This is an optimization exercise on Yosys and OpenROAD, whose aim is small area, not a production implementation. Where RTL was checked, it was by simulation tests only, not by an equivalence proof against the original. The RTL of runs 3 and 4 was laid out without a check of its function. Power is estimated from default activity; no workload was simulated.

### flow/config.mk
export PLATFORM = sky130hd
export DESIGN_NAME = top_fan
export DESIGN_NICKNAME = top_fan
export VERILOG_FILES = /design/flow/design.v
export SDC_FILE = /design/flow/constraint.sdc
export NUM_CORES = 4
export LEC_CHECK = 0
export CAP_MARGIN = 20
export CORE_MARGIN = 2
export CORE_UTILIZATION = 40
export SLEW_MARGIN = 20
### flow/constraint.sdc
create_clock -name core_clock -period 10.0 [get_ports {clk}]
set_input_delay 2.0000 -clock core_clock [delete_from_list [all_inputs] [get_ports {clk}]]
set_output_delay 2.0000 -clock core_clock [all_outputs]
set_load 0.01 [all_outputs]
### flow/design.v
`timescale 1ns / 1ps
module top_fan(
    input clk, reset_p,
    input [5:0] btn, input [1:0] sw,
    input adc_eoc, input [6:0] adc_do,
    input dht11_in, output dht11_drive,
    input echo, output trig,
    output motor_pwm, output led_pwm, output servo_pwm,
    output [13:0] led,
    output buzz,
    output [3:0] an, output [6:0] seg
    );
    reg [11:0] t;        
    reg [6:0]  v;        
    reg        s66;      
    always @(posedge clk, posedge reset_p) begin
        if(reset_p) begin
            t <= 0; v <= 0; s66 <= 0;
        end
        else begin
            t <= t + 1'b1;
            v <= (v == 7'd124) ? 7'd0 : v + 1'b1;
            if(t[6:0] == 7'd65) s66 <= 1'b1;
        end
    end
    wire started = s66 | (|t[6:0]);                       
    wire v25 = (v == 7'd0) | (v == 7'd25) | (v == 7'd50) | (v == 7'd75) | (v == 7'd100);
    wire tick100  = started & (t[1:0] == 2'd0) & v25;      
    wire tick2000 = (t[3:0] == 4'd0) & (v == 7'd0);        
    wire tick4    = (t[1:0] == 2'd0);
    wire tick8    = (t[2:0] == 3'd0);
    wire mode_clk = (t[6:0] == 7'd65);                     
    wire mode_ph  = (t[6:0] == 7'd66);                     
    wire sw_clk   = (t[5:0] == 6'd33);                     
    reg [3:0] bs;        
    reg [3:0] bn;        
    always @(posedge clk, posedge reset_p) begin
        if(reset_p) begin
            bs <= 0; bn <= 0;
        end
        else if(tick100) begin
            bs <= {btn[4], btn[3], btn[2], btn[0]};
            bn <= bs & ~{btn[4], btn[3], btn[2], btn[0]};
        end
        else bn <= 0;
    end
    wire pwr_n   = bn[0];
    wire timer_n = bn[1];
    wire lamp_n  = bn[2];
    wire servo_n = bn[3];
    reg sp_s, sp_m, sp_d, sp_held;
    reg [6:0] sp_cnt;    
    always @(posedge clk, posedge reset_p) begin
        if(reset_p) begin
            sp_s <= 0; sp_m <= 0; sp_d <= 0; sp_held <= 0; sp_cnt <= 0;
        end
        else begin
            sp_m <= sp_s;
            sp_d <= sp_m;
            if(tick100) begin
                sp_s <= btn[5];
                if(btn[5]) begin
                    if(sp_cnt == 7'd78) begin
                        sp_cnt <= 7'd69;
                        sp_held <= 1'b1;
                    end
                    else sp_cnt <= sp_cnt + 1'b1;
                end
                else sp_cnt <= 0;
            end
            else sp_held <= 0;
        end
    end
    wire sp_pedge = sp_m & ~sp_d;
    wire speed = sp_pedge | sp_held;
    reg md_deb, md_prev, short_p, long_p;
    reg [20:0] md_h;     
    always @(posedge clk, posedge reset_p) begin
        if(reset_p) begin
            md_deb <= 0; md_prev <= 0; short_p <= 0; long_p <= 0;
        end
        else begin
            if(mode_clk) md_deb <= btn[1];
            md_prev <= md_deb;
            if(~md_deb & md_prev) begin
                if(md_h >= 21'd39) begin
                    short_p <= 0; long_p <= 1;
                end
                else begin
                    short_p <= 1; long_p <= 0;
                end
            end
            else if(~md_deb & ~md_prev) begin
                short_p <= 0; long_p <= 0;
            end
        end
    end
    always @(posedge clk) begin
        if(md_deb & md_prev) begin
            if(mode_ph) md_h <= md_h + 1'b1;
        end
        else md_h <= 0;
    end
    reg p;               
    reg [1:0] mode;      
    reg timeout;
    wire turn_off = pwr_n | timeout;
    wire is_d = (mode == 2'd0);
    wire is_a = (mode == 2'd1);
    wire is_n = (mode == 2'd2);
    always @(posedge clk, posedge reset_p) begin
        if(reset_p) begin
            mode <= 0;
        end
        else if(!p) mode <= 0;
        else if(is_d) begin
            if(short_p) mode <= 2'd1;
            else if(long_p) mode <= 2'd2;
        end
        else if(short_p) mode <= 0;
    end
    reg [2:0] lv_d, lv_n;
    reg dir_n;           
    always @(posedge clk, posedge reset_p) begin
        if(reset_p) begin
            p <= 0; dir_n <= 0;
        end
        else begin
            if(turn_off) p <= ~p;
            if(~turn_off & is_n & tick2000 & p) begin
                if(~dir_n & (lv_n == 3'd7)) dir_n <= 1'b1;
                if(dir_n & (lv_n == 3'd0)) dir_n <= 1'b0;
            end
        end
    end
    always @(posedge clk) begin
        if(turn_off | ~is_d) lv_d <= 0;
        else if(speed) lv_d <= lv_d + 1'b1;
        if(turn_off | ~is_n) lv_n <= 0;
        else if(tick2000) begin
            if(~dir_n) begin
                if(lv_n != 3'd7) lv_n <= lv_n + 1'b1;
                else lv_n <= lv_n - 1'b1;
            end
            else begin
                if(lv_n != 3'd0) lv_n <= lv_n - 1'b1;
                else lv_n <= lv_n + 1'b1;
            end
        end
    end
    localparam S_IDLE = 3'd0, S_LOW = 3'd1, S_H20 = 3'd2, S_L80 = 3'd3, S_H80 = 3'd4, S_READ = 3'd5;
    reg [21:0] cu;       
    reg ce;
    reg [2:0] ds;
    reg rs;              
    reg dp_m, dp_s, dn_m, dn_s;
    reg [5:0] dcnt;
    reg [7:0] acc;       
    reg [7:0] tcap;      
    reg tcap_h;          
    reg ok;              
    reg [7:0] temperature;   
    reg temp_h;              
    always @(negedge clk, posedge reset_p) begin
        if(reset_p) begin
            cu <= 0; dn_m <= 0; dn_s <= 0;
        end
        else begin
            dn_m <= dht11_in;
            dn_s <= dn_m;
            if(!ce) cu <= 0;
            else if(tick4) cu <= cu + 1'b1;
        end
    end
    wire d_pedge = dp_m & ~dp_s;
    wire d_nedge = ~dn_m & dn_s;
    assign dht11_drive = (ds == S_LOW) & ce;
    wire dbit = (cu >= 22'd45);
    always @(posedge clk, posedge reset_p) begin
        if(reset_p) begin
            ce <= 0; ds <= S_IDLE; rs <= 0; dp_m <= 0; dp_s <= 0;
            temperature <= 0; temp_h <= 0;
        end
        else begin
            dp_m <= dht11_in;
            dp_s <= dp_m;
            case(ds)
                S_IDLE: begin
                    if(cu < 22'd3000) ce <= 1;
                    else begin
                        ds <= S_LOW; ce <= 0;
                    end
                end
                S_LOW: begin
                    if(cu < 22'd180) ce <= 1;
                    else begin
                        ds <= S_H20; ce <= 0;
                    end
                end
                S_H20: begin
                    ce <= 1;
                    if(cu > 22'd100) begin
                        ds <= S_IDLE; ce <= 0;
                    end
                    if(d_nedge) begin
                        ds <= S_L80; ce <= 0;
                    end
                end
                S_L80: begin
                    ce <= 1;
                    if(cu > 22'd100) begin
                        ds <= S_IDLE; ce <= 0;
                    end
                    if(d_pedge) ds <= S_H80;
                end
                S_H80: begin
                    if(d_nedge) ds <= S_READ;
                end
                S_READ: begin
                    if(!rs) begin
                        if(d_pedge) rs <= 1;
                        ce <= 0;
                    end
                    else begin
                        if(d_nedge) begin
                            rs <= 0;
                        end
                        else ce <= 1;
                        if(cu > 22'd700) begin
                            ds <= S_IDLE; ce <= 0; rs <= 0;
                        end
                    end
                    if(dcnt[5] & dcnt[3]) begin
                        ds <= S_IDLE;
                        if(ok) begin
                            temperature <= tcap;
                            temp_h <= tcap_h;
                        end
                    end
                end
                default: ds <= S_IDLE;
            endcase
        end
    end
    wire [3:0] tlo = tcap[3:0], thi = tcap[7:4];
    wire [7:0] tadj = {(thi > 4'd4) ? thi + 4'd3 : thi, (tlo > 4'd4) ? tlo + 4'd3 : tlo};
    always @(posedge clk) begin
        if(ds != S_READ) dcnt <= 0;
        else if(bit_in) dcnt <= dcnt + 1'b1;
    end
    wire [7:0] acc0 = (dcnt == 6'd0) ? 8'd0 : acc;
    wire [2:0] q = dcnt[2:0];
    wire [6:0] g;
    assign g[0] = acc0[7] & dbit & (q > 3'd0);
    genvar gi;
    generate for (gi = 1; gi < 7; gi = gi + 1) begin : cchain
        assign g[gi] = g[gi-1] & acc0[gi-1] & (q > gi);
    end endgenerate
    wire [7:0] acc_add = {acc0[7] ^ dbit, acc0[6:0] ^ g};
    wire bit_in = (ds == S_READ) & rs & d_nedge;
    always @(posedge clk) begin
        if(bit_in) begin
            if(dcnt[5] == 1'b0) acc <= {acc_add[6:0], acc_add[7]};
            else begin
                acc <= {acc[6:0], acc[7]};
                if(dcnt[2:0] == 3'd0) ok <= (dbit == acc[7]);
                else ok <= ok & (dbit == acc[7]);
            end
            if(dcnt[5:3] == 3'd2) begin
                if(dcnt[2:0] == 3'd0) begin
                    tcap <= {7'd0, dbit};
                    tcap_h <= 0;
                end
                else begin
                    tcap <= {tadj[6:0], dbit};
                    tcap_h <= tcap_h | tadj[7];
                end
            end
        end
    end
    wire [3:0] tens = temperature[7:4], ones = temperature[3:0];
    wire t_le20 = ~temp_h & ((tens < 4'd2) | ((tens == 4'd2) & (ones == 4'd0)));
    wire a_low = t_le20;      
    reg [2:0] lv_a;
    always @(*) begin
        if(temp_h | (tens > 4'd3)) lv_a = 3'd7;
        else if(tens == 4'd3) lv_a = (ones == 4'd0) ? 3'd6 : 3'd7;
        else if(tens < 4'd2) lv_a = 3'd0;
        else if(ones <= 4'd2) lv_a = 3'd0;
        else if(ones <= 4'd4) lv_a = 3'd1;
        else if(ones <= 4'd6) lv_a = 3'd2;
        else lv_a = ones[2:0] - 3'd4;    
    end
    wire [7:0] bcd = temperature;
    wire sh01 = s66 & (t[7:0] >= 8'd66) & (t[7:0] <= 8'd193);
    wire sh10 = s66 & ~sh01;
    assign an = {2'b11, sh10, sh01};
    reg [3:0] digit;
    always @(posedge clk, posedge reset_p) begin
        if(reset_p) digit <= 0;
        else if(sh10) digit <= bcd[3:0];
        else if(sh01) digit <= bcd[7:4];
    end
    reg [6:0] seg_r;
    always @(*) begin
        case(digit)
            4'd0 : seg_r = 7'b100_0000;
            4'd1 : seg_r = 7'b111_1001;
            4'd2 : seg_r = 7'b010_0100;
            4'd3 : seg_r = 7'b011_0000;
            4'd4 : seg_r = 7'b001_1001;
            4'd5 : seg_r = 7'b001_0010;
            4'd6 : seg_r = 7'b000_0010;
            4'd7 : seg_r = 7'b111_1000;
            4'd8 : seg_r = 7'b000_0000;
            4'd9 : seg_r = 7'b001_0000;
            default : seg_r = 7'b111_1111;
        endcase
    end
    assign seg = seg_r;
    wire [2:0] lv = is_d ? lv_d : is_a ? lv_a : lv_n;
    wire on80 = p & ~(is_a & a_low);         
    wire [7:0] below = {pc != 8'd255, pc < 8'd230, pc < 8'd205, pc < 8'd180,
                        pc < 8'd155, pc < 8'd130, pc < 8'd105, pc < 8'd80};
    wire [7:0] pc = t[9:2];
    reg pwm_d, pwm_a, pwm_n;
    always @(posedge clk, posedge reset_p) begin
        if(reset_p) begin
            pwm_d <= 0; pwm_a <= 0; pwm_n <= 0;
        end
        else if(tick4) begin
            pwm_d <= p & below[lv_d];
            pwm_n <= p & below[lv_n];
            pwm_a <= p & is_a & (a_low ? (pc == 8'd0) : below[lv_a]);
        end
    end
    wire pwm = is_d ? pwm_d : is_a ? pwm_a : pwm_n;
    reg [14:0] us_c;
    reg us_calc, far;
    reg en_m, en_s;
    always @(negedge clk, posedge reset_p) begin
        if(reset_p) begin
            en_m <= 0; en_s <= 0;
        end
        else begin
            en_m <= echo;
            en_s <= en_m;
        end
    end
    wire echo_nedge = ~en_m & en_s;
    always @(posedge clk, posedge reset_p) begin
        if(reset_p) begin
            us_c <= 15'd2666; us_calc <= 0; far <= 0;
        end
        else if(!us_calc) begin
            us_c <= us_c + 1'b1;
            if(&us_c) us_calc <= 1;
        end
        else begin
            if(echo) begin
                if(tick8) us_c[11:0] <= us_c[11:0] + 1'b1;
            end
            else if(echo_nedge) begin
                far <= (us_c[11:0] > 12'd500);
                us_c <= 15'd2666; us_calc <= 0;
            end
        end
    end
    assign trig = ~us_calc & (us_c >= 15'd32668);
    assign motor_pwm = (sw[0] & p & far) ? 1'b0 : pwm;
    reg [1:0] tmr;       
    reg [8:0] tcnt;
    wire [8:0] tlim = (tmr == 2'd1) ? 9'd99 : (tmr == 2'd2) ? 9'd299 : 9'd499;
    always @(posedge clk, posedge reset_p) begin
        if(reset_p) begin
            tmr <= 0; timeout <= 0;
        end
        else if(!p) tmr <= 0;
        else if(timer_n) tmr <= tmr + 1'b1;
        else if(tmr != 2'd0) begin
            if(tick100 & (tcnt >= tlim)) timeout <= 1;
        end
        else timeout <= 0;
    end
    always @(posedge clk) begin
        if(!p | timer_n) tcnt <= 0;
        else if(tick100) begin
            if(tcnt < tlim) tcnt <= tcnt + 1'b1;
            else tcnt <= 0;
        end
    end
    reg sw_s;
    reg [1:0] lst, ldc, lint;
    reg adc_m, adc_s;
    reg [1:0] acls;      
    reg pwm_la, pwm_lp;
    always @(posedge clk, posedge reset_p) begin
        if(reset_p) begin
            sw_s <= 0; lst <= 0; ldc <= 0; lint <= 0;
            adc_m <= 0; adc_s <= 0; acls <= 2'd3;
            pwm_la <= 0; pwm_lp <= 0;
        end
        else begin
            if(sw_clk) sw_s <= sw[1];
            if(sw_s) begin
                lst <= 0; ldc <= 0;
                lint <= acls;
            end
            else if(lamp_n) lst <= lst + 1'b1;
            else ldc <= lst;
            adc_m <= adc_eoc;
            adc_s <= adc_m;
            if(adc_m & ~adc_s)
                acls <= (adc_do < 7'd15) ? 2'd3 : (adc_do < 7'd40) ? 2'd2 : (adc_do < 7'd60) ? 2'd1 : 2'd0;
            pwm_la <= lbelow[ldc];
            pwm_lp <= lbelow[lint];
        end
    end
    wire [3:0] lbelow = {t[6:0] != 7'd127, t[6:0] < 7'd84, t[6:0] < 7'd42, 1'b0};
    function [6:0] lamp_duty(input [1:0] c);
        case(c)
            2'd0: lamp_duty = 7'd0;
            2'd1: lamp_duty = 7'd42;
            2'd2: lamp_duty = 7'd84;
            default: lamp_duty = 7'd127;
        endcase
    endfunction
    assign led_pwm = sw[1] ? pwm_lp : pwm_la;
    reg sv_on, sv_dir;   
    reg [8:0] sv_x;
    reg sv_pwm;
    always @(posedge clk, posedge reset_p) begin
        if(reset_p) begin
            sv_on <= 0; sv_dir <= 1; sv_x <= 9'd288; sv_pwm <= 0;
        end
        else begin
            if(!p) sv_on <= 0;
            else if(servo_n) sv_on <= ~sv_on;
            if(sv_on & p & tick100) begin
                if(sv_dir) begin
                    if(sv_x == 9'd429) begin
                        sv_x <= 9'd400; sv_dir <= 0;
                    end
                    else sv_x <= sv_x + 1'b1;
                end
                else begin
                    if(sv_x == 9'd147) begin
                        sv_x <= 9'd176; sv_dir <= 1;
                    end
                    else sv_x <= sv_x - 1'b1;
                end
            end
            sv_pwm <= started & ((t < 12'd176) | ((t < {3'd0, sv_x}) & (t < 12'd400)));
        end
    end
    assign servo_pwm = sv_pwm;
    reg s0p_m, s0p_s, s1p_m, s1p_s;
    reg s0n_m, s0n_s, s1n_m, s1n_s;
    always @(negedge clk, posedge reset_p) begin
        if(reset_p) begin
            s0n_m <= 0; s0n_s <= 0; s1n_m <= 0; s1n_s <= 0;
        end
        else begin
            s0n_m <= sw[0]; s0n_s <= s0n_m;
            s1n_m <= sw[1]; s1n_s <= s1n_m;
        end
    end
    wire sw_edge = (s0p_m & ~s0p_s) | (~s0n_m & s0n_s) | (s1p_m & ~s1p_s) | (~s1n_m & s1n_s);
    reg bz;
    reg [10:0] bz_cnt;
    always @(posedge clk, posedge reset_p) begin
        if(reset_p) begin
            s0p_m <= 0; s0p_s <= 0; s1p_m <= 0; s1p_s <= 0;
            bz <= 0;
        end
        else begin
            s0p_m <= sw[0]; s0p_s <= s0p_m;
            s1p_m <= sw[1]; s1p_s <= s1p_m;
            if(acls[1]) bz <= 0;
            else if(bz_set) bz <= 1;
            else if(bz & (&bz_cnt)) bz <= 0;
        end
    end
    wire bz_set = pwr_n | (lamp_n & ~sw[1]) | ((short_p | long_p | timer_n | servo_n | sp_pedge | sw_edge) & p);
    always @(posedge clk) begin
        if(~bz | acls[1]) bz_cnt <= 11'd48;
        else if(~bz_set) begin
            if(~&bz_cnt) bz_cnt <= bz_cnt + 1'b1;
            else bz_cnt <= 11'd48;
        end
    end
    assign buzz = bz & (t[4:0] == 5'd17);
    assign led[0] = on80;
    assign led[1] = on80 & (lv >= 3'd1);
    assign led[2] = on80 & (lv >= 3'd2);
    assign led[3] = on80 & (lv >= 3'd3);
    assign led[4] = on80 & (lv >= 3'd4);
    assign led[5] = on80 & (lv >= 3'd5);
    assign led[6] = on80 & (lv >= 3'd6);
    assign led[7] = on80 & (lv == 3'd7);
    assign led[10:8] = (tmr == 2'd3) ? 3'b111 : (tmr == 2'd2) ? 3'b011 : (tmr == 2'd1) ? 3'b001 : 3'b000;
    assign led[13:11] = {is_n, is_a, is_d & p};
endmodule
### flow/flow/run.sh
#!/bin/bash
# Layout flow: the standard flow (standard.sh), with an area-oriented ABC
# mapping script in synthesis and flow settings passed to make below.
# Synthesis is the standard flow's own script (synth_recipe.tcl) with only the ABC script
# swapped, so the registers are the same as the standard synthesis.
set -euo pipefail
here=$(pwd)
{
  cat <<'EOT'
proc abc {args} {
  set i [lsearch -exact $args -script]
  if {$i >= 0} { lset args [expr {$i+1}] $::env(AREA_ABC_SCRIPT) }
  yosys abc {*}$args
}
EOT
  cat "$here/synth_recipe.tcl"
} > "$here/area_synth.tcl"
export AREA_ABC_SCRIPT="$here/flow/abc_area.script"
bash standard.sh SYNTH_SCRIPT="$here/area_synth.tcl"  finish > "$here/flow_make.log" 2>&1
### flow/flow/abc_area.script
strash
dc2
dch -f
amap
strash
dc2
dch -f
amap
topo
### flow/standard.sh
#!/bin/bash
# synth_recipe.tcl (not shown) runs the flow's synth.tcl, then flattens the netlist and writes it again
# the make line also repeats each setting of config.mk as NAME=value (left out here)
make -C /OpenROAD-flow-scripts/flow DESIGN_CONFIG=/design/flow/config.mk WORK_HOME=/design/flow/orfs CLKGATE_MAP_FILE= SYNTH_SCRIPT=/design/flow/synth_recipe.tcl "${@:-finish}"
==> impl_metrics.yaml, run 1 <==
setup_path:
  path_cells: "clkinv_1, nand4_1, nor3_2, nand4_1, or3_1, or4_4, a311oi_2, inv_2, ha_1, nor2b_1, ha_1, o21a_1, ha_1, o21a_1, ha_1, nor3b_1, ha_1, nand2_1, nor2_1, ha_1, and3_1, ha_1, nand2_1, o21ai_0"
  crit_top_cell: "ha_1"
  regToRegSetupSlack_ps: 330
  end_kind: "register"
  cp_max_fo: 4
  max_stage_delay_ps: 440
  crit_type: "register to register"
  cp.arrival_ps: 9920
  critical_path_required_ps: 10250
  slowest_stage: "or4_4"
  cp-start-kind: "register"
layout:
  antenna_cells: 0
  layout.nets: 1502
  syn_to_final_growth_pct: 16.3
  drive_gt1_frac: 0.0445
  stdcell_count: 1821
  final_area_sq_mm: 0.0134
  n_fill_cell: 2728
power_and_ir_drop:
  ir_drop_v: 0.000115
  p_total_uw: 2060
  p_leak_uw: 0.00527
  cellPowerDensity_mw_per_mm2: 154
floorplan:
  io_pins: 51
  fp.dieH_microns: 173
  num_rows: 62
  die_w_microns: 173
  core_area_sq_mm: 0.0285
  start_util: 0.403
  dieArea_sq_mm: 0.0301
synth:
  synth-seq-cells: 221
  synthArstFlopShare: 0.679
  yosys.area.top_type: "dfrtp_1"
  synth.avg_cell_area_sq_um: 8.57
  synth_top_area_share: 0.238
  synthCells: 1340
  ys_seq_area_frac: 0.468
  yosysUniqueCellTypes: 55
  synth-edff-count: 18
  ys.warnings.count: 1
  synth-main-ff-cell: "dfrtp_1"
  synth_area_sq_mm: 0.0115
  ys_top_cells_by_area: "dfrtp_1 (24%), dfxtp_1 (9.2%), nor2_1 (7.3%), ha_1 (7.1%), dfrtn_1 (6.5%)"
global_routing:
  grt_pass1_vias: 8984
  groute.usage.overall: 0.168
  antenna_found_initial: 0
  grt_pass1_wl_microns: 43000
  grt_max_degree: 86
  grt_overflow: 0
sta:
  finalWorstSetupSlack_ps: 334
  slew_viol_final: 0
  skew_ps: 10.2
  setup_viol: 0
  slew_headroom: 0.264
  hold_viol: 0
  tightest_slew_ps: 1090
hold_path:
  hold_class: "register to register"
placement:
  placed_area_sq_mm: 0.0124
  place_inst: 1771
  place_congestion: 0.833
  numPortBuffers: 48
  post-place-ws_ps: 123
  hpwl_microns: 18500
cts:
  clk-insertion-delay-late_ps: 520
  tritoncts: "built"
  path_clk_slew_ps: 60
  clock_path_buffers: 3
  clock-sinks: 221
  cts-root-buf: "clkbuf_16"
  cts_buffers: 26
  ctsHtreeMaxLevel: 1
flow_run:
  maxCapViolations: 0
drt:
  vias_per_cell: 5.24
  antenna_left: 0
  first_pass_iters: 5
  drc: 0
  wirelength_microns: 25400
  drtIter0Drc: 578
  routedWlPerCell_microns: 13.9
  dr_total_vias: 9542
status:
  status: "no timing/DRC/antenna violations"
-- layout by cell type, fill, tap and decap left out, drive strengths merged, types with 30 or more instances in the layout --
cell type,count
a211oi,42
a21oi,63
clkbuf,41
clkdlybuf4s50,48
clkinv,198
dfrtn,30
dfrtp,109
dfxtp,53
ha,65
nand2,107
nor2,222
nor3,63
o21ai,78
o22ai,30
-- final timing paths --
kind                       startpoint   endpoint  depth (start not counted)
max in group asynchronous     reset_p      cu[3]                          2
setup reg to reg               cu[15]     acc[6]                         24
hold reg to reg                  en_m       en_s                          0
min in group asynchronous     reset_p  sp_cnt[5]                          2
setup / recovery               cu[15]     acc[6]                         24
hold / removal                   en_m       en_s                          0
-- power by group --
group	switching [uW]	total [uW]	internal, uW
Sequential	31.2	975	944
Combinational	67.4	119	51.6
Clock	365	962	596
-- Yosys cell counts, types with 6 or more instances --
master    number
edfxtp_1      18
or3_1         10
nand4_1       12
dfstp_2       11
ha_1          65
a21oi_1       63
dfxtp_1       53
o22ai_1       30
nor2b_1       12
a211oi_1      42
nor2_1       222
o21ai_0       78
or2_0          9
and3_1        12
a221oi_1      14
a311oi_1       8
nand2_1      107
dfrtn_1       30
dfrtp_1      109
nor3_1        63
nand3_1       29
nor4_1        18
a22oi_1        9
o21a_1        22
o32ai_1        7
buf_4          7
a31oi_1       23
clkinv_1     196
o221ai_1       6
-- through the flow --
step | setup TNS (ps) | hold slack [ps] | utilization
3_5_place_dp | 0 | 325 | 0.437
6_report | 0 | 323 | 0.469
2_1_floorplan | 0 | 314 | -
5_1_grt | -33.8 | 330 | 0.469
4_1_cts | 0 | 325 | 0.468
3_3_place_gp | 0 | 321 | 0.437
-- sequential cells by signal, indices dropped and copies added, names as in the netlist, 4 cells and up --
signal / count
acc: 8
bn: 4
bs: 4
bz_cnt: 11
cu: 22
dcnt: 6
digit: 4
md_h: 21
sp_cnt: 7
sv_x: 9
t: 12
tcap: 8
tcnt: 9
temperature: 8
us_c: 15
v: 7
-- cell type report --
cell class,instances,area (sq um),share of cell area
clock buffer,41,798,0.0598
clock inverter,7,87.6,0.00656
inverter,196,741,0.0555
multi-input combinational,917,5340,0.400
sequential,221,5370,0.402
tap,384,480,0.0360
timing repair buffer,55,533,0.0399
-- layer usage --
metal  part of all wire  vias to the layer above  global-route usage  routed length [microns]
met5                  0                        -                   0                        0
met4              0.023                        0              0.0438                      572
met3              0.042                       39              0.0309                     1060
met2               0.45                      167               0.272                    11400
met1               0.49                     4408               0.233                    12400
li1                   -                     4928                   -                        -
-- timing repair --
item                       4_1_cts  5_1_grt
setup buffers                    0        2
hold buffers                     0        0
gates resized for setup          0        4
setup endpoints to repair        0        2
-- logic make-up after synthesis --
kind of cell,synth area share
buf+inv,0.0687
flops,0.468
simple gates,0.195
compound gates,0.197
other cells,0.000327
fa+ha+maj,0.0708
xor+xnor,0.000763
-- critical path, delay by kind of cell (launching register included) --
kind	cells	cell delay [ps]
AND/OR/NAND/NOR	11	1810
adder cells (fa/ha/maj)	7	1390
AO/OA/AOI/OAI	4	650
flip-flops	1	360
buffers and inverters	2	170
==> inputs of run 2 (changes only) <==
--- a/flow/flow/run.sh
+++ b/flow/flow/run.sh
@@ -18,2 +18,2 @@
 export AREA_ABC_SCRIPT="$here/flow/abc_area.script"
-bash standard.sh SYNTH_SCRIPT="$here/area_synth.tcl"  finish > "$here/flow_make.log" 2>&1
+bash standard.sh SYNTH_SCRIPT="$here/area_synth.tcl" BUFFER_PORTS_ARGS='-buffer_cell sky130_fd_sc_hd__buf_1' CTS_ARGS='-sink_clustering_enable -repair_clock_nets -dont_use_dummy_load' finish > "$here/flow_make.log" 2>&1
==> run 2 against run 1 <==
  * Routed wire length decreased by 1.2%
  * Sequential share of layout area up 1.8 points
  * Largest cell class unchanged
  * Clock power fell by 19%
  * Sequential cell count unchanged
  * Global-route usage up 0.087 points
  * Critical path type unchanged
  * Synthesized area unchanged
  * Die area is the same
  * Via count is 0.15% higher
  * Utilization fell by 2.0 points
  * Combinational power is 8% lower
  * Cell count is 1.4% lower
  * Largest power group unchanged
  * Clock skew grew 64 ps
==> impl_metrics.yaml, run 2 <==
sta:
  slew_headroom: 0.279
  setup_viol: 0
  hold_viol: 0
  fin_tns_setup_ps: 0
  tightest_slew_ps: 1070
  skew_ps: 74.3
  rsz0062_at_grt: "no"
  slew_viol_final: 0
floorplan:
  fp.dieH_microns: 173
  core_area_sq_mm: 0.0285
  io_pins: 51
  num_rows: 62
  start_util: 0.403
  dieArea_sq_mm: 0.0301
  die_w_microns: 173
synth:
  synth-main-ff-cell: "dfrtp_1"
  synth.most_common_cell: "nor2_1"
  synthArstFlopShare: 0.679
  yosysUniqueCellTypes: 55
  ys_seq_area_frac: 0.468
  ys.warnings.count: 1
  ys_top_cells_by_area: "dfrtp_1 (24%), dfxtp_1 (9.2%), nor2_1 (7.3%), ha_1 (7.1%), dfrtn_1 (6.5%)"
  synth.avg_cell_area_sq_um: 8.57
  synth-edff-count: 18
  yosys.area.top_type: "dfrtp_1"
  synth_area_sq_mm: 0.0115
  synth-seq-cells: 221
  synthCells: 1340
  synth_commonest_cells: "nor2_1 (222), clkinv_1 (196), dfrtp_1 (109)"
  synth_top_area_share: 0.238
drt:
  routedWlPerCell_microns: 14.0
  wirelength_microns: 25100
  vias_per_cell: 5.32
  wl_met2_microns: 11500
  first_pass_iters: 5
  m1WireLength_microns: 12000
  drc: 0
  dr_total_vias: 9556
  antenna_left: 0
  routed.top_layer: "met4"
  route.met3.wl_microns: 1020
  drtIter0Drc: 576
layout:
  syn_to_final_growth_pct: 11.4
  antenna_cells: 0
  largest_register_ffs: 22
  fin_util: 0.449
  drive_gt1_frac: 0.0319
  largest-register: "cu"
  top_regs: "cu x22, md_h x21, us_c x15"
  multiInputGateArea_sq_mm: 0.00534
  final_cell_mix: "nor2_1 (222), clkinv_1 (194), dfrtp_1 (109), nand2_1 (107), o21ai_0 (78)"
  n_fill_cell: 2793
  regArea_sq_mm: 0.00537
  final_common_cell: "nor2_1"
  layout.nets: 1499
global_routing:
  grt_max_degree: 101
  grt_pass1_wl_microns: 43500
  grt_pass1_vias: 9202
  antenna_found_initial: 0
  groute.usage.overall: 0.169
  grt_overflow: 0
placement:
  place_congestion: 0.834
  numPortBuffers: 48
  hpwl_microns: 18500
status:
  status: "no timing/DRC/antenna violations"
cts:
  cts-root-buf: "clkbuf_16"
  clock_path_buffers: 3
  cts_hold_buf: 0
  clock-sinks: 221
  clk-insertion-delay-late_ps: 540
  path_clk_slew_ps: 50
  cts_buffers: 26
  tritoncts: "built"
  ctsHtreeMaxLevel: 1
  postCtsSetupBuffers: 0
setup_path:
  cp-start-kind: "register"
  slowest_stage: "or4_4"
  critical_path_required_ps: 10290
  cp_max_fo: 4
  critPathTopFamily: "simple AND/OR/NAND/NOR gates"
  crit_top_cell: "ha_1"
  crit_type: "register to register"
  crit_buf_inv: 2
  max_stage_delay_ps: 450
  end_kind: "register"
  cp.arrival_ps: 9990
hold_path:
  hold_class: "register to register"
power_and_ir_drop:
  ir_drop_v: 0.000101
  p_leak_uw: 0.00501
  cellPowerDensity_mw_per_mm2: 146
flow_run:
  maxCapViolations: 0
run 2: changes by cell type in the layout (fill, tap and decap cells not counted), moves of 2 or more:
cell | before | now
buf_1 | 0 | 48
clkdlybuf4s50_1 | 48 | 0
clkbuf_1 | 7 | 0
clkbuf_8 | 7 | 0
clkinv_2 | 4 | 0
buf_4 | 7 | 4
bufinv_16 | 2 | 0
run 2: stage by stage:
step / power [uW] / worst slack (ps) / area (sq um) / hold WS [ps] / cells
3_5_place_dp: 1110 / 157 / 12100 / 328 / 1770
2_1_floorplan: 1070 / 484 / 11500 / 314 / 1341
4_1_cts: 1900 / 155 / 12800 / 327 / 1796
5_1_grt: 1960 / 23.0 / 12800 / 335 / 1796
6_report: 1870 / 296 / 12800 / 327 / 1796
3_3_place_gp: 1100 / 166 / 12100 / 319 / 1770
run 2: kinds of logic (layout without fill, tap and decap cells):
group / Yosys count / count (layout) / share of synthesized area
adder cells (fa/ha/maj): 65 / 65 / 0.0708
buffers and inverters: 203 / 274 / 0.0687
flip-flops: 221 / 221 / 0.468
AO/OA/AOI/OAI: 343 / 343 / 0.197
AND/OR/NAND/NOR: 506 / 506 / 0.195
other: 1 / 2 / 0.000327
XOR/XNOR: 1 / 1 / 0.000763
run 2: timing repair:
action	CTS	global route
endpoints found under the hold margin	0	0
resized for setup	0	3
setup endpoints to repair	0	2
run 2: final timing paths:
path                            cells after the start    start     end  slack, ps
worst min-delay path                                0    s0n_m   s0n_s        330
max in group asynchronous                           2  reset_p  cu[16]       2800
worst max-delay path                               26   cu[15]  acc[7]        300
worst max register to register                     26   cu[15]  acc[7]        300
worst min register to register                      0    s0n_m   s0n_s        330
min in group asynchronous                           2  reset_p   bs[1]       1640
run 2: power breakdown:
part           switching, uW  internal, uW  total (uW)
clock                    327           452         779
sequential              32.6           945         977
combinational           67.6          42.3         110
total                    428          1440        1870
run 2: cell type report:
type | instances | share of cell area
multi-input cells | 917 | 0.417
clock buffers | 26 | 0.0509
flip-flops and latches | 221 | 0.420
repair buffers | 52 | 0.0164
well taps | 384 | 0.0376
inverters | 196 | 0.0579
run 2: metal layers:
layer,vias up,track usage
met2,151,0.276
met5,-,0
met1,4473,0.234
met4,0,0.0427
met3,38,0.0279
li1,4894,-
run 2: worst reg2reg max path, delay by kind of cell (launching register included):
family,cells,cell delay (ps)
AND/OR/NAND/NOR,13,2060
AO/OA/AOI/OAI,4,570
flip-flops,1,350
buffers and inverters,2,170
adder cells (fa/ha/maj),7,1280
==> inputs of run 3 (changes only) <==
--- a/flow/design.v
+++ b/flow/design.v
@@ -380,3 +380,3 @@
         else if(tmr != 2'd0) begin
-            if(tick100 & (tcnt >= tlim)) timeout <= 1;
+            if(tick100 & (tcnt == tlim)) timeout <= 1;
         end
@@ -387,3 +387,3 @@
         else if(tick100) begin
-            if(tcnt < tlim) tcnt <= tcnt + 1'b1;
+            if(tcnt != tlim) tcnt <= tcnt + 1'b1;
             else tcnt <= 0;
--- a/flow/flow/run.sh
+++ b/flow/flow/run.sh
@@ -18,2 +18,2 @@
 export AREA_ABC_SCRIPT="$here/flow/abc_area.script"
-bash standard.sh SYNTH_SCRIPT="$here/area_synth.tcl" BUFFER_PORTS_ARGS='-buffer_cell sky130_fd_sc_hd__buf_1' CTS_ARGS='-sink_clustering_enable -repair_clock_nets -dont_use_dummy_load' finish > "$here/flow_make.log" 2>&1
+bash standard.sh SYNTH_SCRIPT="$here/area_synth.tcl" CORE_UTILIZATION=65 BUFFER_PORTS_ARGS='-buffer_cell sky130_fd_sc_hd__buf_1' CTS_ARGS='-sink_clustering_enable -repair_clock_nets -dont_use_dummy_load -buf_list sky130_fd_sc_hd__clkbuf_8 -sink_clustering_size 14 -sink_clustering_max_diameter 60' finish > "$here/flow_make.log" 2>&1
==> flow/flow/abc_area.script (replaced) <==
strash
ifraig
dc2
dch -f
amap -F 4 -A 8
strash
dc2
dch -f
amap -F 4 -A 8
topo
==> run 3 against run 2 <==
  * Clock-buffer cell count down 6
  * First-iteration DRC count up 1.9%
  * Critical path depth down 3
  * Non-clock buffer count unchanged
  * Sequential share of layout area up 2.8 points
  * Cell count down 13%
  * Register-to-register slack better by 50 ps
  * Die area down 39%
  * Via count down 3.5%
  * Sequential cell count unchanged
==> impl_metrics.yaml, run 3 <==
setup_path:
  critical_path_required_ps: 10290
  crit_type: "register to register"
  r2r-start: "cu[12]"
  crit_top_cell: "ha_1"
  path_cells: "or4_1, nor4_2, nand3_1, or3_1, nor2_2, o2111ai_2, ha_1, nor2b_1, ha_1, o21a_1, ha_1, o21a_1, ha_1, nor3b_1, ha_1, nand2_1, a21oi_1, ha_1, and3_1, ha_1, nor3b_1, nor2_1, a21oi_1"
  worstReg2RegEnd: "acc[7]"
  end_kind: "register"
  cp_num_cells: 23
  cp.arrival_ps: 9940
  slowest_stage: "or4_1"
  regToRegSetupSlack_ps: 350
  cp-startpoint: "cu[12]"
  max_stage_delay_ps: 540
  cp-start-kind: "register"
  cp_max_fo: 5
  crit_buf_inv: 0
  worst-r2r-cell-count: 23
  critPathTopFamily: "simple AND/OR/NAND/NOR gates"
power_and_ir_drop:
  p_leak_uw: 0.00480
  power.internal_uw: 1160
  switching_share: 0.247
  p_switching_uw: 380
  power.share.combinational: 0.071
  ir_drop_v: 0.000154
  power_frac_seq: 0.631
  cellPowerDensity_mw_per_mm2: 128
  pwr-share-clk: 0.297
synth:
  synth_area_sq_mm: 0.0112
  synth.most_common_cell: "clkinv_1"
  synth_commonest_cells: "clkinv_1 (197), nor2_1 (158), dfrtp_1 (109)"
  synth-edff-count: 18
  synth-seq-cells: 221
  ys.warnings.count: 1
  synthArstFlopShare: 0.679
  yosys.area.top_type: "dfrtp_1"
  synthCells: 1278
  ys_seq_area_frac: 0.478
  ys_top_cells_by_area: "dfrtp_1 (24%), dfxtp_1 (9.4%), dfrtn_1 (6.7%), ha_1 (6.7%), clkinv_1 (6.6%)"
  synth.avg_cell_area_sq_um: 8.79
  yosysUniqueCellTypes: 54
  synth-main-ff-cell: "dfrtp_1"
  synth_top_area_share: 0.243
sta:
  skew_ps: 68.0
  hold_ws_ps: 324
  slew_headroom: 0.495
  rsz0062_at_grt: "no"
  hold_viol: 0
  slew_viol_final: 0
  tightest_slew_ps: 755
  setup_viol: 0
  fin_tns_setup_ps: 0
floorplan:
  fp.dieH_microns: 135
  num_rows: 48
  core_area_sq_mm: 0.0171
  die_w_microns: 135
  io_pins: 51
  start_util: 0.657
  dieArea_sq_mm: 0.0184
layout:
  largest_register_ffs: 22
  final_common_cell: "clkinv_1"
  final_area_sq_mm: 0.0120
  largest-register: "cu"
  antenna_cells: 0
  syn_to_final_growth_pct: 6.59
  n_fill_cell: 1394
  layout.nets: 1426
  drive_gt1_frac: 0.0290
  top_regs: "cu x22, md_h x21, us_c x15"
  final_cell_mix: "clkinv_1 (196), nor2_1 (157), dfrtp_1 (109), a21oi_1 (103), o21ai_0 (101)"
cts:
  path_clk_slew_ps: 80
  cts_buffers: 20
  ctsHtreeMaxLevel: 1
  clock-sinks: 221
  clock_path_buffers: 3
  clk-insertion-delay-late_ps: 550
  tritoncts: "built"
  cts-root-buf: "clkbuf_8"
  postCtsSetupBuffers: 0
drt:
  dr_total_vias: 9222
  wirelength_microns: 22900
  first_pass_iters: 5
  drtIter0Drc: 587
  drc: 0
  antenna_left: 0
  routedWlPerCell_microns: 14.6
  vias_per_cell: 5.88
flow_run:
  maxCapViolations: 0
placement:
  hpwl_microns: 16900
  placed_area_sq_mm: 0.0117
  place_congestion: 0.920
  numPortBuffers: 48
hold_path:
  min-delay-start: "dn_m"
  hold_depth: 0
  hold_class: "register to register"
  hold_end: "dn_s"
global_routing:
  met2_usage: 0.419
  groute.usage.overall: 0.251
  met1_usage: 0.344
  antenna_found_initial: 0
  grt_pass1_vias: 8322
  top_usage_layer: "met2"
  grt_max_degree: 115
  grtUsageMet3: 0.0363
  grt_pass1_wl_microns: 38300
  grt_overflow: 0
status:
  status: "no timing/DRC/antenna violations"
-- run 3: layer usage --
layer	vias to the layer above	routed length, microns	share of wire
met1	4266	10600	0.46
met2	183	10600	0.46
met4	0	639	0.028
met5	-	0	0
met3	51	1020	0.045
li1	4722	-	-
-- run 3: logic make-up after synthesis --
family          Yosys count  share of synthesized area
flops                   221                      0.478
xor+xnor                  1                   0.000780
other cells               1                   0.000334
compound gates          379                      0.213
buf+inv                 204                     0.0705
fa+ha+maj                60                     0.0668
simple gates            412                      0.170
-- run 3: layout make-up --
type	count	area [sq um]	share of cell area
multi-input cells	854	5090	0.425
repair buffers	52	210	0.0175
clock buffers	20	275	0.0230
inverters	197	747	0.0624
well taps	225	282	0.0235
flip-flops and latches	221	5370	0.448
-- run 3: timing repair --
action / in CTS / in global routing
hold buffers: 0 / 0
endpoints found under the hold margin: 0 / 0
setup endpoints to repair: 0 / 2
resized for setup: 0 / 3
-- run 3: stage by stage --
step	std cells	worst slack (ps)	util	power, uW
4_1_cts	1569	172	0.699	1560
2_1_floorplan	1279	484	-	1070
6_report	1569	349	0.700	1540
5_1_grt	1569	31.9	0.700	1610
3_5_place_dp	1549	149	0.683	1100
3_3_place_gp	1549	217	0.683	1100
-- run 3: how the worst max path moves through the flow --
stage / slack [ps] / end
floorplan: 480 / cu[0]
global placement: 220 / acc[7]
detailed placement: 150 / acc[7]
CTS: 170 / acc[7]
global route: 30 / acc[7]
finish: 350 / acc[7]
-- run 3: power groups by stage --
stage | Sequential, uW | Combinational [uW] | Clock [uW]
after global routing | 977 | 129 | 503
after global placement | 987 | 108 | 0
after CTS | 971 | 112 | 472
after detailed placement | 989 | 112 | 0
after floorplan | 981 | 85.4 | 0
final | 972 | 110 | 458
==> inputs of run 4 (changes only) <==
--- a/flow/flow/run.sh
+++ b/flow/flow/run.sh
@@ -18,2 +18,2 @@
 export AREA_ABC_SCRIPT="$here/flow/abc_area.script"
-bash standard.sh SYNTH_SCRIPT="$here/area_synth.tcl" CORE_UTILIZATION=65 BUFFER_PORTS_ARGS='-buffer_cell sky130_fd_sc_hd__buf_1' CTS_ARGS='-sink_clustering_enable -repair_clock_nets -dont_use_dummy_load -buf_list sky130_fd_sc_hd__clkbuf_8 -sink_clustering_size 14 -sink_clustering_max_diameter 60' finish > "$here/flow_make.log" 2>&1
+bash standard.sh SYNTH_SCRIPT="$here/area_synth.tcl" CORE_UTILIZATION=65 BUFFER_PORTS_ARGS='-buffer_cell sky130_fd_sc_hd__buf_1' CTS_ARGS='-sink_clustering_enable -repair_clock_nets -dont_use_dummy_load -buf_list sky130_fd_sc_hd__clkbuf_16 -sink_clustering_size 25 -sink_clustering_max_diameter 80' finish > "$here/flow_make.log" 2>&1
==> run 4 against run 3 <==
  * Clock-buffer cell count down 7
  * Clock power up about 10%
  * Die area unchanged
  * Worst setup slack worse by 36 ps
  * Synthesized cell count unchanged
  * Utilization up 0.39 points
  * Critical endpoint unchanged
  * Worst hold slack better by 2.6 ps
  * Register-to-register slack worse by 40 ps
  * Combinational power about the same
  * Largest cell class unchanged
==> impl_metrics.yaml, run 4 <==
status:
  status: "no timing/DRC/antenna violations"
synth:
  synth.most_common_cell: "clkinv_1"
  synth-main-ff-cell: "dfrtp_1"
  synth_top_family_by_area: "compound AO/OA/AOI/OAI gates"
  yosysUniqueCellTypes: 54
  ys.warnings.count: 1
  synth-simple-area-share: 0.170
  synth-seq-cells: 221
  yosys.area.top_type: "dfrtp_1"
  ys_seq_area_frac: 0.478
  synth-edff-count: 18
  synthCells: 1278
  synthArstFlopShare: 0.679
  synth_compound_area_frac: 0.213
  synthXorXnorAreaFrac: 0.000779
  synth_top_area_share: 0.243
  ys_top_cells_by_area: "dfrtp_1 (24%), dfxtp_1 (9.4%), dfrtn_1 (6.7%), ha_1 (6.7%), clkinv_1 (6.6%)"
  synth_area_sq_mm: 0.0112
  synth.avg_cell_area_sq_um: 8.79
  synth_commonest_cells: "clkinv_1 (197), nor2_1 (158), dfrtp_1 (109)"
  muxShareOfSynthArea: 0
  synthAdderAreaFrac: 0.0668
cts:
  tritoncts: "built"
  ctsResizeCount: 0
  cts-root-buf: "clkbuf_16"
  clock-sinks: 221
  clk-insertion-delay-late_ps: 490
  cts_buffers: 13
  postCtsSetupBuffers: 0
  path_clk_slew_ps: 70
  cts_hold_buf: 0
  clock_path_buffers: 3
  ctsHtreeMaxLevel: 1
setup_path:
  crit_type: "register to register"
  slowest_stage: "or4_4"
  critical_path_required_ps: 10200
  crit_buf_inv: 0
  crit_top_cell: "ha_1"
  cp.arrival_ps: 9890
  regToRegSetupSlack_ps: 310
  path_cells: "or4_4, nor4_4, nand3_2, or3_1, nor2_2, o2111ai_2, ha_1, nor2b_1, ha_1, o21a_1, ha_1, o21a_1, ha_1, nor3b_1, ha_1, nand2_1, a21oi_1, ha_1, and3_1, ha_1, nor3b_1, nor2_1, a21oi_1"
  cp-start-kind: "register"
  max_stage_delay_ps: 540
  critPathTopFamily: "simple AND/OR/NAND/NOR gates"
  end_kind: "register"
  cp_max_fo: 4
floorplan:
  num_rows: 48
  io_pins: 51
  die_w_microns: 135
  start_util: 0.657
  core_area_sq_mm: 0.0171
  fp.dieH_microns: 135
  dieArea_sq_mm: 0.0184
layout:
  largest-register: "cu"
  layout.nets: 1419
  top_regs: "cu x22, md_h x21, us_c x15"
  n_fill_cell: 1356
  syn_to_final_growth_pct: 7.19
  largest_register_ffs: 22
  final_common_cell: "clkinv_1"
  final_cell_mix: "clkinv_1 (196), nor2_1 (157), dfrtp_1 (109), a21oi_1 (103), o21ai_0 (101)"
  drive_gt1_frac: 0.0254
  antenna_cells: 0
  final_area_sq_mm: 0.0120
power_and_ir_drop:
  switching_share: 0.235
  cellPowerDensity_mw_per_mm2: 132
  ir_drop_v: 0.000147
  power.internal_uw: 1210
  p_switching_uw: 374
  pwr-share-clk: 0.319
  power_frac_seq: 0.612
  p_total_uw: 1590
  power.share.combinational: 0.069
  p_leak_uw: 0.00483
placement:
  hpwl_microns: 16900
  place_congestion: 0.920
  post-place-ws_ps: 149
  numPortBuffers: 48
  placed_area_sq_mm: 0.0117
sta:
  slew_headroom: 0.498
  finalWorstSetupSlack_ps: 313
  hold_viol: 0
  fin_tns_setup_ps: 0
  slew_viol_final: 0
  skew_ps: 37.9
  hold_ws_ps: 327
  tightest_slew_ps: 750
  setup_viol: 0
  rsz0062_at_grt: "no"
global_routing:
  groute.usage.overall: 0.250
  grt_pass1_wl_microns: 38100
  grt_pass1_vias: 8283
  antenna_found_initial: 0
  grt_max_degree: 115
  grt_overflow: 0
drt:
  routedWlPerCell_microns: 14.6
  drtIter0Drc: 586
  first_pass_iters: 5
  dr_total_vias: 9246
  vias_per_cell: 5.92
  antenna_left: 0
  wirelength_microns: 22900
  drc: 0
hold_path:
  hold_class: "register to register"
flow_run:
  maxCapViolations: 0
[run 4: power by group through the flow]
| stage | Clock (uW) | Sequential, uW | Combinational, uW |
|---|---|---|---|
| 3_5_place_dp | 0 | 989 | 112 |
| 2_1_floorplan | 0 | 981 | 85.4 |
| 6_report | 506 | 971 | 110 |
| 3_3_place_gp | 0 | 987 | 108 |
| 5_1_grt | 547 | 977 | 129 |
| 4_1_cts | 521 | 971 | 112 |
[run 4: logic make-up after synthesis]
family / count (synthesis)
and+or+nand+nor: 412
DFF: 221
AOI/OAI and AO/OA: 379
xor gates and xnor gates: 1
adders and majority gates: 60
buffers and inverters: 204
other: 1
[run 4: area by class of cell]
type / count / area, sq um / share of cell area
clock buffer: 13 / 325 / 0.0270
inverter: 197 / 747 / 0.0620
multi-input combinational: 854 / 5110 / 0.424
sequential: 221 / 5370 / 0.446
tap: 225 / 282 / 0.0234
timing repair buffer: 52 / 210 / 0.0175
[run 4: through the flow]
step / cells / util
CTS: 1562 / 0.702
global placement: 1549 / 0.683
detailed placement: 1549 / 0.683
floorplan: 1279 / -
finish: 1562 / 0.704
global route: 1562 / 0.704
[run 4: metal layers]
metal / GRT usage / vias to the layer above / wire (microns)
met5: 0 / - / 0
met3: 0.0333 / 40 / 864
met4: 0.0683 / 0 / 605
li1: - / 4710 / -
met2: 0.420 / 185 / 10800
met1: 0.343 / 4311 / 10600
[run 4: worst paths after layout]
kind / cells past startpoint / from / to
max in group asynchronous: 2 / reset_p / dn_s
min in group asynchronous: 2 / reset_p / us_c[4]
worst min register to register: 0 / dn_m / dn_s
worst max-delay path: 23 / cu[20] / acc[7]
worst min-delay path: 0 / dn_m / dn_s
worst max register to register: 23 / cu[20] / acc[7]
[run 4: worst register-to-register path: stages (launching register included)]
cell and delay, ps:
dfrtn_1 380, or4_4 540, nor4_4 270, nand3_2 130
or3_1 400, nor2_2 130, o2111ai_2 150, ha_1 210
nor2b_1 120, ha_1 210, o21a_1 100, ha_1 190
o21a_1 100, ha_1 180, nor3b_1 140, ha_1 190
nand2_1 60, a21oi_1 40, ha_1 190, and3_1 170
ha_1 170, nor3b_1 140, nor2_1 130, a21oi_1 40
==> inputs of run 5 (changes only) <==
--- a/flow/design.v
+++ b/flow/design.v
@@ -54,21 +54,18 @@
         if(reset_p) begin
-            sp_s <= 0; sp_m <= 0; sp_d <= 0; sp_held <= 0; sp_cnt <= 0;
+            sp_s <= 0; sp_cnt <= 0;
         end
-        else begin
-            sp_m <= sp_s;
-            sp_d <= sp_m;
-            if(tick100) begin
-                sp_s <= btn[5];
-                if(btn[5]) begin
-                    if(sp_cnt == 7'd78) begin
-                        sp_cnt <= 7'd69;
-                        sp_held <= 1'b1;
-                    end
-                    else sp_cnt <= sp_cnt + 1'b1;
-                end
-                else sp_cnt <= 0;
+        else if(tick100) begin
+            sp_s <= btn[5];
+            if(btn[5]) begin
+                if(sp_cnt == 7'd78) sp_cnt <= 7'd69;
+                else sp_cnt <= sp_cnt + 1'b1;
             end
-            else sp_held <= 0;
+            else sp_cnt <= 0;
         end
     end
+    always @(posedge clk) begin
+        sp_m <= sp_s;
+        sp_d <= sp_m;
+        sp_held <= tick100 & btn[5] & (sp_cnt == 7'd78);
+    end
     wire sp_pedge = sp_m & ~sp_d;
@@ -79,3 +76,3 @@
         if(reset_p) begin
-            md_deb <= 0; md_prev <= 0; short_p <= 0; long_p <= 0;
+            md_deb <= 0; md_prev <= 0;
         end
@@ -84,2 +81,6 @@
             md_prev <= md_deb;
+        end
+    end
+    always @(posedge clk) begin
+        begin
             if(~md_deb & md_prev) begin
@@ -165,7 +166,5 @@
         if(reset_p) begin
-            cu <= 0; dn_m <= 0; dn_s <= 0;
+            cu <= 0;
         end
         else begin
-            dn_m <= dht11_in;
-            dn_s <= dn_m;
             if(!ce) cu <= 0;
@@ -174,2 +173,10 @@
     end
+    always @(negedge clk) begin
+        dn_m <= dht11_in;
+        dn_s <= dn_m;
+    end
+    always @(posedge clk) begin
+        dp_m <= dht11_in;
+        dp_s <= dp_m;
+    end
     wire d_pedge = dp_m & ~dp_s;
@@ -180,3 +187,3 @@
         if(reset_p) begin
-            ce <= 0; ds <= S_IDLE; rs <= 0; dp_m <= 0; dp_s <= 0;
+            ce <= 0; ds <= S_IDLE; rs <= 0;
             temperature <= 0; temp_h <= 0;
@@ -184,4 +191,2 @@
         else begin
-            dp_m <= dht11_in;
-            dp_s <= dp_m;
             case(ds)
@@ -340,10 +345,5 @@
     reg en_m, en_s;
-    always @(negedge clk, posedge reset_p) begin
-        if(reset_p) begin
-            en_m <= 0; en_s <= 0;
-        end
-        else begin
-            en_m <= echo;
-            en_s <= en_m;
-        end
+    always @(negedge clk) begin
+        en_m <= echo;
+        en_s <= en_m;
     end
@@ -458,10 +458,9 @@
     reg s0n_m, s0n_s, s1n_m, s1n_s;
-    always @(negedge clk, posedge reset_p) begin
-        if(reset_p) begin
-            s0n_m <= 0; s0n_s <= 0; s1n_m <= 0; s1n_s <= 0;
-        end
-        else begin
-            s0n_m <= sw[0]; s0n_s <= s0n_m;
-            s1n_m <= sw[1]; s1n_s <= s1n_m;
-        end
+    always @(negedge clk) begin
+        s0n_m <= sw[0]; s0n_s <= s0n_m;
+        s1n_m <= sw[1]; s1n_s <= s1n_m;
+    end
+    always @(posedge clk) begin
+        s0p_m <= sw[0]; s0p_s <= s0p_m;
+        s1p_m <= sw[1]; s1p_s <= s1p_m;
     end
@@ -472,3 +471,2 @@
         if(reset_p) begin
-            s0p_m <= 0; s0p_s <= 0; s1p_m <= 0; s1p_s <= 0;
             bz <= 0;
@@ -476,4 +474,2 @@
         else begin
-            s0p_m <= sw[0]; s0p_s <= s0p_m;
-            s1p_m <= sw[1]; s1p_s <= s1p_m;
             if(acls[1]) bz <= 0;
--- a/flow/flow/run.sh
+++ b/flow/flow/run.sh
@@ -18,2 +18,2 @@
 export AREA_ABC_SCRIPT="$here/flow/abc_area.script"
-bash standard.sh SYNTH_SCRIPT="$here/area_synth.tcl" CORE_UTILIZATION=65 BUFFER_PORTS_ARGS='-buffer_cell sky130_fd_sc_hd__buf_1' CTS_ARGS='-sink_clustering_enable -repair_clock_nets -dont_use_dummy_load -buf_list sky130_fd_sc_hd__clkbuf_16 -sink_clustering_size 25 -sink_clustering_max_diameter 80' finish > "$here/flow_make.log" 2>&1
+bash standard.sh SYNTH_SCRIPT="$here/area_synth.tcl" CORE_UTILIZATION=75 BUFFER_PORTS_ARGS='-buffer_cell sky130_fd_sc_hd__buf_1' CTS_ARGS='-sink_clustering_enable -repair_clock_nets -dont_use_dummy_load -buf_list sky130_fd_sc_hd__clkbuf_8 -sink_clustering_size 18 -sink_clustering_max_diameter 50' finish > "$here/flow_make.log" 2>&1
==> run 5 against run 4 <==
  * Highest routed layer unchanged
  * Design area fell by 0.57%
  * Synthesized cell count rose by 0.47%
  * Largest cell class unchanged
  * Die area down 13%
  * Sequential share of layout area decreased by 0.37 points
  * Routed wire length up 3.1%
==> impl_metrics.yaml, run 5 <==
synth:
  ys.warnings.count: 1
  synth-edff-count: 20
  synth.avg_cell_area_sq_um: 8.72
  synthCells: 1284
  synth.most_common_cell: "clkinv_1"
  synthArstFlopShare: 0.593
  synth_commonest_cells: "clkinv_1 (214), nor2_1 (141), o21ai_0 (113)"
  yosys.area.top_type: "dfrtp_1"
  ys_seq_area_frac: 0.473
  yosysUniqueCellTypes: 57
  ys_top_cells_by_area: "dfrtp_1 (22%), dfxtp_1 (13%), clkinv_1 (7.2%), ha_1 (6.7%), edfxtp_1 (5.4%)"
  synth_area_sq_mm: 0.0112
  synth-seq-cells: 221
  synth-main-ff-cell: "dfrtp_1"
  synth_top_area_share: 0.219
power_and_ir_drop:
  ir_drop_v: 0.000119
  cellPowerDensity_mw_per_mm2: 133
  p_leak_uw: 0.00470
global_routing:
  grt_pass1_wl_microns: 40300
  grt_pass1_vias: 9156
  groute.usage.overall: 0.300
  antenna_found_initial: 0
  grt_max_degree: 72
  grt_overflow: 0
cts:
  path_clk_slew_ps: 110
  ctsHtreeMaxLevel: 1
  tritoncts: "built"
  clk-insertion-delay-late_ps: 550
  cts-root-buf: "clkbuf_8"
  cts_buffers: 21
  clock_path_buffers: 3
  clock-sinks: 221
floorplan:
  num_rows: 44
  io_pins: 51
  dieArea_sq_mm: 0.0159
  fp.dieH_microns: 126
  start_util: 0.770
  core_area_sq_mm: 0.0145
  die_w_microns: 126
placement:
  numPortBuffers: 48
  place_congestion: 0.954
  hpwl_microns: 17300
  placed_area_sq_mm: 0.0116
  place_inst: 1515
drt:
  antenna_left: 0
  drtIter0Drc: 772
  routedWlPerCell_microns: 15.2
  wirelength_microns: 23600
  drc: 0
  dr_total_vias: 9578
  vias_per_cell: 6.19
  first_pass_iters: 5
layout:
  final_area_sq_mm: 0.0120
  final_common_cell: "clkinv_1"
  largest-register: "cu"
  layout.nets: 1445
  n_fill_cell: 952
  stdcell_count: 1547
  final_cell_mix: "clkinv_1 (220), nor2_1 (141), o21ai_0 (113), dfrtp_1 (98), a21oi_1 (92)"
  antenna_cells: 0
  syn_to_final_growth_pct: 6.97
  drive_gt1_frac: 0.0345
  fin_util: 0.824
  largest_register_ffs: 22
  top_regs: "cu x22, md_h x21, us_c x15"
setup_path:
  critical_path_required_ps: 10270
  regToRegSetupSlack_ps: 220
  max_stage_delay_ps: 550
  critPathTopFamily: "simple AND/OR/NAND/NOR gates"
  slowest_stage: "or4_4"
  end_kind: "register"
  cp.arrival_ps: 10050
  cp-start-kind: "register"
  crit_top_cell: "ha_1"
  crit_buf_inv: 0
  path_cells: "or4_4, nor4_4, nand3_2, or3_1, or4_4, ha_1, nor2b_1, ha_1, o21a_1, ha_1, o21a_1, ha_1, nor3b_1, ha_1, nand2_1, a21oi_1, ha_1, and3_1, ha_1, o22a_1"
  crit_type: "register to register"
  cp_max_fo: 4
sta:
  setup_viol: 0
  skew_ps: 76.7
  tightest_slew_ps: 881
  hold_viol: 0
  slew_headroom: 0.413
  slew_viol_final: 0
flow_run:
  maxCapViolations: 0
status:
  status: "no timing/DRC/antenna violations"
hold_path:
  hold_class: "register to register"
## run 5: cell count changes in the layout (fill, tap and decap cells not counted), moves of 6 or more
cell,delta
dfrtp_1,-11
o21ai_0,+12
o21a_1,-6
and3_1,-13
clkbuf_16,-13
clkbuf_8,+21
clkinv_1,+24
a21oi_1,-11
a31oi_1,+8
dfrtn_1,-8
dfxtp_1,+17
nand2_1,+6
nor2_1,-16
## run 5: routing by layer
metal | wire [microns] | track usage | part of all wire | up-vias
li1 | - | - | - | 4764
met1 | 10100 | 0.394 | 0.43 | 4457
met2 | 11600 | 0.517 | 0.49 | 292
met3 | 1200 | 0.0459 | 0.051 | 65
met4 | 616 | 0.0911 | 0.026 | 0
met5 | 0 | 0 | 0 | -
## run 5: worst paths after layout
check / to / cells after the start / from
worst max-delay path: acc[6] / 20 / cu[14]
worst min register to register: s1p_s / 0 / s1p_m
max in group asynchronous: cu[15] / 2 / reset_p
min in group asynchronous: temp_h / 2 / reset_p
worst max register to register: acc[6] / 20 / cu[14]
worst min-delay path: s1p_s / 0 / s1p_m
## run 5: power breakdown
part           internal (uW)  switching (uW)
Sequential               944            35.9
Clock                    193             289
Combinational           45.6            81.9
Total                   1180             407
## run 5: kinds of logic after synthesis
family,Yosys count,share of synthesized area
buffers and inverters,221,0.0764
other,1,0.000335
adders and majority gates,60,0.0671
and+or+nand+nor,393,0.162
DFF,221,0.473
AOI/OAI and AO/OA,388,0.221
## run 5: final cells by class
type,count,area (sq um),area share
inverters,213,805,0.0672
clock buffers,21,289,0.0241
multi-input cells,843,5080,0.424
repair buffers,57,248,0.0207
flip-flops and latches,221,5290,0.442
clock inverters,8,30.0,0.00251
well taps,184,230,0.0192
## run 5: metrics by stage
step           worst slack, ps  power, uW  hold WS, ps  setup TNS (ps)
2_1_floorplan              430       1090          324               0
3_3_place_gp               152       1120          331               0
3_5_place_dp             -25.4       1130          340           -25.4
4_1_cts                   36.8       1600          309               0
5_1_grt                  -26.5       1660          307           -26.5
6_report                   218       1590          307               0
## run 5: what timing repair did
action	CTS	global route
gates cloned	0	0
endpoints found under the setup margin	2	2
pin swaps	0	2
buffers inserted	0	4
gates resized for setup	1	5
hold buffers	0	0
==> inputs of run 6 (changes only) <==
--- a/flow/flow/run.sh
+++ b/flow/flow/run.sh
@@ -18,2 +18,2 @@
 export AREA_ABC_SCRIPT="$here/flow/abc_area.script"
-bash standard.sh SYNTH_SCRIPT="$here/area_synth.tcl" CORE_UTILIZATION=75 BUFFER_PORTS_ARGS='-buffer_cell sky130_fd_sc_hd__buf_1' CTS_ARGS='-sink_clustering_enable -repair_clock_nets -dont_use_dummy_load -buf_list sky130_fd_sc_hd__clkbuf_8 -sink_clustering_size 18 -sink_clustering_max_diameter 50' finish > "$here/flow_make.log" 2>&1
+bash standard.sh SYNTH_SCRIPT="$here/area_synth.tcl" CORE_UTILIZATION=75 BUFFER_PORTS_ARGS='-buffer_cell sky130_fd_sc_hd__buf_1' CTS_ARGS='-sink_clustering_enable -repair_clock_nets -dont_use_dummy_load -buf_list sky130_fd_sc_hd__clkbuf_16 -sink_clustering_size 40 -sink_clustering_max_diameter 80' finish > "$here/flow_make.log" 2>&1
==> run 6 against run 5 <==
  * Clock skew up 8.9 ps
  * Critical path depth is the same
  * Sequential power is essentially flat
==> impl_metrics.yaml, run 6 <==
status:
  status: "no timing/DRC/antenna violations"
placement:
  place_inst: 1515
  hpwl_microns: 17300
  place_congestion: 0.954
  numPortBuffers: 48
global_routing:
  antenna_found_initial: 0
  grt_overflow: 0
  grt_pass1_vias: 9061
  grt_max_degree: 72
  groute.usage.overall: 0.295
  grt_pass1_wl_microns: 39900
cts:
  path_clk_slew_ps: 120
  clock_path_buffers: 3
  cts_buffers: 11
  tritoncts: "built"
  cts-root-buf: "clkbuf_16"
  ctsHtreeMaxLevel: 1
  clock-sinks: 221
  clk-insertion-delay-late_ps: 540
drt:
  wirelength_microns: 23400
  routedWlPerCell_microns: 15.2
  vias_per_cell: 6.19
  drc: 0
  antenna_left: 0
  dr_total_vias: 9522
  first_pass_iters: 8
  drtIter0Drc: 765
synth:
  synthArstFlopShare: 0.593
  ys_seq_area_frac: 0.473
  ys_top_cells_by_area: "dfrtp_1 (22%), dfxtp_1 (13%), clkinv_1 (7.2%), ha_1 (6.7%), edfxtp_1 (5.4%)"
  yosysUniqueCellTypes: 57
  synth_area_sq_mm: 0.0112
  yosys.area.top_type: "dfrtp_1"
  synth.avg_cell_area_sq_um: 8.72
  synth-main-ff-cell: "dfrtp_1"
  synth_top_area_share: 0.219
  synth-seq-cells: 221
  synth_commonest_cells: "clkinv_1 (214), nor2_1 (141), o21ai_0 (113)"
  synth-edff-count: 20
  synthCells: 1284
  ys.warnings.count: 1
  synth.most_common_cell: "clkinv_1"
layout:
  drive_gt1_frac: 0.0310
  final_common_cell: "clkinv_1"
  top_regs: "cu x22, md_h x21, us_c x15"
  syn_to_final_growth_pct: 7.12
  largest_register_ffs: 22
  final_cell_mix: "clkinv_1 (220), nor2_1 (141), o21ai_0 (113), dfrtp_1 (98), a21oi_1 (92)"
  layout.nets: 1436
  antenna_cells: 0
  stdcell_count: 1538
  largest-register: "cu"
floorplan:
  core_area_sq_mm: 0.0145
  die_w_microns: 126
  start_util: 0.770
  dieArea_sq_mm: 0.0159
  fp.dieH_microns: 126
  num_rows: 44
  io_pins: 51
setup_path:
  critical_path_required_ps: 10240
  cp_max_fo: 4
  cp.arrival_ps: 10080
  cp-start-kind: "register"
  end_kind: "register"
  crit_type: "register to register"
flow_run:
  maxCapViolations: 0
power_and_ir_drop:
  p_leak_uw: 0.00468
  ir_drop_v: 0.000127
  power.internal_uw: 1190
  p_switching_uw: 393
  cellPowerDensity_mw_per_mm2: 132
  switching_share: 0.248
  p_total_uw: 1590
  power.share.combinational: 0.080
  power_frac_seq: 0.618
  pwr-share-clk: 0.302
sta:
  slew_viol_final: 0
  slew_headroom: 0.402
  skew_ps: 85.7
  hold_viol: 0
  tightest_slew_ps: 896
  setup_viol: 0
hold_path:
  hold_class: "register to register"
==> run 6: cell types whose count changed in the layout (fill, tap and decap cells not counted), sizes merged <==
| cell | before | now |
|---|---|---|
| clkbuf | 21 | 11 |
| buf | 57 | 58 |
==> run 6: final timing paths <==
| path | start | to | slack (ps) | cells past startpoint |
|---|---|---|---|---|
| max | cu[14] | acc[6] | 170 | 20 |
| max reg2reg | cu[14] | acc[6] | 170 | 20 |
| min reg2reg | en_m | en_s | 340 | 0 |
| max in group asynchronous | reset_p | cu[21] | 3100 | 2 |
| min in group asynchronous | reset_p | temperature[7] | 1610 | 2 |
| min | en_m | en_s | 340 | 0 |
==> run 6: cells by family (layout without fill, tap and decap cells) <==
logic type	after synthesis	count (layout)	synth area share
simple gates	393	393	0.162
other cells	1	2	0.000335
buf+inv	221	290	0.0764
fa+ha+maj	60	60	0.0671
flops	221	221	0.473
compound gates	388	388	0.221
==> run 6: metal layers <==
layer / wire length, microns / track usage / part of all wire / vias up
met5: 0 / 0 / 0 / -
met4: 703 / 0.103 / 0.030 / 0
met3: 1100 / 0.0314 / 0.047 / 57
met2: 11400 / 0.509 / 0.49 / 265
met1: 10200 / 0.393 / 0.44 / 4437
li1: - / - / - / 4763
==> run 6: repair_timing <==
action,4_1_cts,5_1_grt
resized for setup,1,10
hold endpoints to repair,0,0
setup endpoints to repair,2,2
setup buffers,0,5
hold buffers,0,0
pin swaps,0,5
==> run 6: final cells by class <==
| type | instances | area [sq um] |
|---|---|---|
| sequential | 221 | 5290 |
| clock inverter | 8 | 30.0 |
| multi-input combinational | 843 | 5100 |
| tap | 184 | 230 |
| fill | 938 | 2540 |
| inverter | 213 | 805 |
| timing repair buffer | 58 | 255 |
| clock buffer | 11 | 275 |
==> run 6: power by group through the flow <==
stage	sequential (uW)	combinational [uW]	clock (uW)
after floorplan	988	95.2	5.66
after global placement	996	120	5.66
after detailed placement	997	126	5.66
after CTS	980	128	482
after global routing	987	148	512
final	981	127	479
==> run 6: critical path, cell delays in order, from the launching register on <==
cell     delay, ps
dfrtn_1        360
or4_4          550
nor4_4         270
nand3_2        130
or3_4          350
or4_4          600
ha_4           180
nor2b_1        120
ha_1           200
o21a_1         110
ha_2           180
o21a_1         100
ha_1           180
nor3b_1        130
ha_1           190
nand2_1         70
a21oi_1         40
ha_2           170
and3_1         170
ha_1           270
o22a_1         200
==> run 6: stage by stage <==
stage	setup slack (ps)	utilization	hold WS (ps)	area, sq um	TNS, ps
after floorplan	430	-	324	11200	0
after global placement	152	0.798	331	11600	0
after detailed placement	-25.4	0.798	340	11600	-25.4
after CTS	13.2	0.819	349	11900	0
after global routing	-44.8	0.825	358	12000	-63.7
final	165	0.825	345	12000	0
